From an optimization exercise on the open Yosys and OpenROAD flow, aimed at small area; shortcuts taken in it are not production practice.
The RTL was checked by simulation tests, not by an equivalence proof against the original design.
No activity file was given, so power comes from the tool's default toggle rates.

// ALU
module ALU (
    input  logic clk,
    input  logic rst_n,
    input  logic [5:0] alu_op,
    input  logic word,
    input  logic [15:0] a,
    input  logic [15:0] b,
    input  logic cf_in,
    input  logic [4:0] shift_cnt,
    output logic [15:0] result
);
Size: about 63 I/O pins, ~5300 um2 of cells after synthesis.
clock: 100.0 ns
lec_check: 0
cap_margin: 0
core_margin: 2
core_utilization: 25
cts_buf_list: sky130_fd_sc_hd__clkbuf_4
cts_cluster_size: 30
slew_margin: 0
synth_hierarchical: 1
synth_minimum_keep_size: 0
standard.sh (not shown) runs the stock make flow with config.mk's settings and CLKGATE_MAP_FILE= SYNTH_SCRIPT=/design/flow/synth_recipe.tcl, a recipe that flattens the netlist after the stock synthesis.
==> flow/flow/run.sh <==
#!/bin/bash
# The standard layout (the standard.sh, unchanged synthesis), with the
# port buffers made from the smallest buffer cell instead of the default pick.
set -euo pipefail
export BUFFER_PORTS_ARGS="-buffer_cell sky130_fd_sc_hd__buf_1"
bash standard.sh > standard.log 2>&1
The first run finished clean.
Change:
Settings changed: CORE_UTILIZATION 25 to 40.
=>
- utilization grows by 16 points
- register-to-register slack stays flat
- worst hold slack got worse by 5.2 ps
- global-route usage climbs by 8.0 points
- clock-buffer cell count does not change
Change:
Settings changed: CORE_UTILIZATION 40 to 85.
What happened:
- Now the flow failed in global placement (3_3_place_gp) (GPL-0301)
- area after synthesis is unchanged
- synthesized cell count is unchanged
Change:
Settings changed: CORE_UTILIZATION 85 to 75.
After rerunning:
- The changed run passed the timing, DRC and antenna checks
- area after synthesis does not change
- synthesized cell count is unchanged
Change:
Settings changed: CORE_UTILIZATION 75 to 60.
Power fell by 3.4%.
Clock-buffer cell count stays the same.
Area after synthesis does not change.
Flip-flop and latch count stays the same.
Sequential share of layout area barely changes.
Global-route usage drops by 9.6 points.
Cell count came out higher by 1.8%.
Routed wire length went down by about 2%.
Cell area is about the same.

main:
Another version of the RTL of ALU (not shown whole).
Size: about 500 cells after synthesis.
==> flow/config.mk <==
export PLATFORM = sky130hd
export DESIGN_NAME = ALU
export DESIGN_NICKNAME = ALU
export VERILOG_FILES = /design/flow/design.v
export SDC_FILE = /design/flow/constraint.sdc
export NUM_CORES = 4
export LEC_CHECK = 0
export CAP_MARGIN = 0
export CORE_MARGIN = 2
export CORE_UTILIZATION = 60
export CTS_BUF_LIST = sky130_fd_sc_hd__clkbuf_4
export CTS_CLUSTER_SIZE = 30
export PLACE_DENSITY = 0.9
export SLEW_MARGIN = 0
export SYNTH_HIERARCHICAL = 1
export SYNTH_MINIMUM_KEEP_SIZE = 0
==> flow/constraint.sdc <==
create_clock -name core_clock -period 100.0 [get_ports {clk}]
set_input_delay 20.0000 -clock core_clock [delete_from_list [all_inputs] [get_ports {clk}]]
set_output_delay 20.0000 -clock core_clock [all_outputs]
set_load 0.01 [all_outputs]
Scripts as last shown in full above: flow/flow/run.sh
main | stages: all done | timing, DRC, antenna: all pass
Input changes introduced in the feature branch (baseline for comparison: main):
diff --git a/flow/config.mk b/flow/config.mk
--- a/flow/config.mk
+++ b/flow/config.mk
@@ -13 +12,0 @@
-export PLACE_DENSITY = 0.9
Across main and the feature branch, the outcome is the same: a clean finish for every run. [compare] base=main new=the feature branch: core utilization saw a decrease, maximum clock frequency now smaller, layout overhead on the synthesized area fell by 0.42 points, final area shows a reduction of 0.39%.

ALU, a different RTL version from the one above (not shown whole).
Size: about 520 cells after synthesis, about 16 flip-flops, about 63 I/O pins.
clock: 100.0 ns
lec_check: 0
cap_margin: 0
core_margin: 2
core_utilization: 70
cts_buf_list: sky130_fd_sc_hd__clkbuf_4
cts_cluster_diameter: 500
cts_cluster_size: 50
gpl_timing_driven: 0
slew_margin: 0
synth_hierarchical: 1
synth_minimum_keep_size: 0
Scripts as last shown in full above: flow/flow/run.sh
The starting point finished with max-capacitance violations, max-slew violations left.
Edit:
==> flow/run.sh (new file) <==
#!/bin/bash
# synth_recipe.tcl (not shown) runs the flow's synth.tcl, then flattens the netlist and writes it again
# the make line also repeats each setting of config.mk as NAME=value (left out here)
make -C /OpenROAD-flow-scripts/flow DESIGN_CONFIG=/design/flow/config.mk WORK_HOME=/design/flow/orfs CLKGATE_MAP_FILE= SYNTH_SCRIPT=/design/flow/synth_recipe.tcl finish
--- a/flow/config.mk
+++ b/flow/config.mk
@@ -9,7 +9,5 @@
 export CORE_MARGIN = 2
-export CORE_UTILIZATION = 70
+export CORE_UTILIZATION = 40
 export CTS_BUF_LIST = sky130_fd_sc_hd__clkbuf_4
-export CTS_CLUSTER_DIAMETER = 500
-export CTS_CLUSTER_SIZE = 50
-export GPL_TIMING_DRIVEN = 0
+export CTS_CLUSTER_SIZE = 30
 export SLEW_MARGIN = 0
removed: flow/flow/run.sh
removed: flow/standard.sh
Effect:
- The changed run ran to the end with no violations
- cell count is higher by 11%
- setup slack improves by 1000 ps
- count of clock-buffer cells in the layout is unchanged
- core utilization decreases by 30 points
- fmax is higher by 1.2%
- final area is higher by 7.7%
- synthesized area is unchanged
- wire length went down by 1.4%
- combinational power is higher by about 0.7%
- register-to-register slack barely changes

==> afterwards: timing with drivers on the ports <==
How much do the figures lean on ideal ports? The routed layouts below were timed once more, with nothing changed but the port constraints. Step 1: set_driving_cell puts a clkbuf_16 on clk and a buf_2 on each other input, an assumption about the parent block. Step 2, shift: input delay + t, output delay - t, t = (earliest + latest rising clock arrival at the registers) / 2. This alone moves slack from input paths to output paths. Slacks: no drivers / after step 1 / after step 2; pairs: no drivers / after step 1.
run	t, ns	slack for setup (ns)	worst register clock-pin slew, ns
the first run of note 1	0.325	14.304 / 14.309 / 13.984	0.10 / 0.10
the second run of note 1	0.322	13.968 / 13.969 / 13.647	0.09 / 0.09
the fourth run of note 1	0.301	11.504 / 11.497 / 11.196	0.09 / 0.09
the fifth run of note 1	0.311	11.712 / 11.712 / 11.401	0.10 / 0.10
main	0.315	14.651 / 14.654 / 14.339	0.10 / 0.10
the feature branch	0.315	12.221 / 12.221 / 11.906	0.10 / 0.10
the first run of note 3	0.317	13.798 / 13.797 / 13.481	0.10 / 0.10
the second run of note 3	0.300	14.808 / 14.808 / 14.508	0.08 / 0.08
The setup slack of the second run of note 1, which loses most, moves by +0.001 ns with the drivers and by -0.321 ns with both steps.
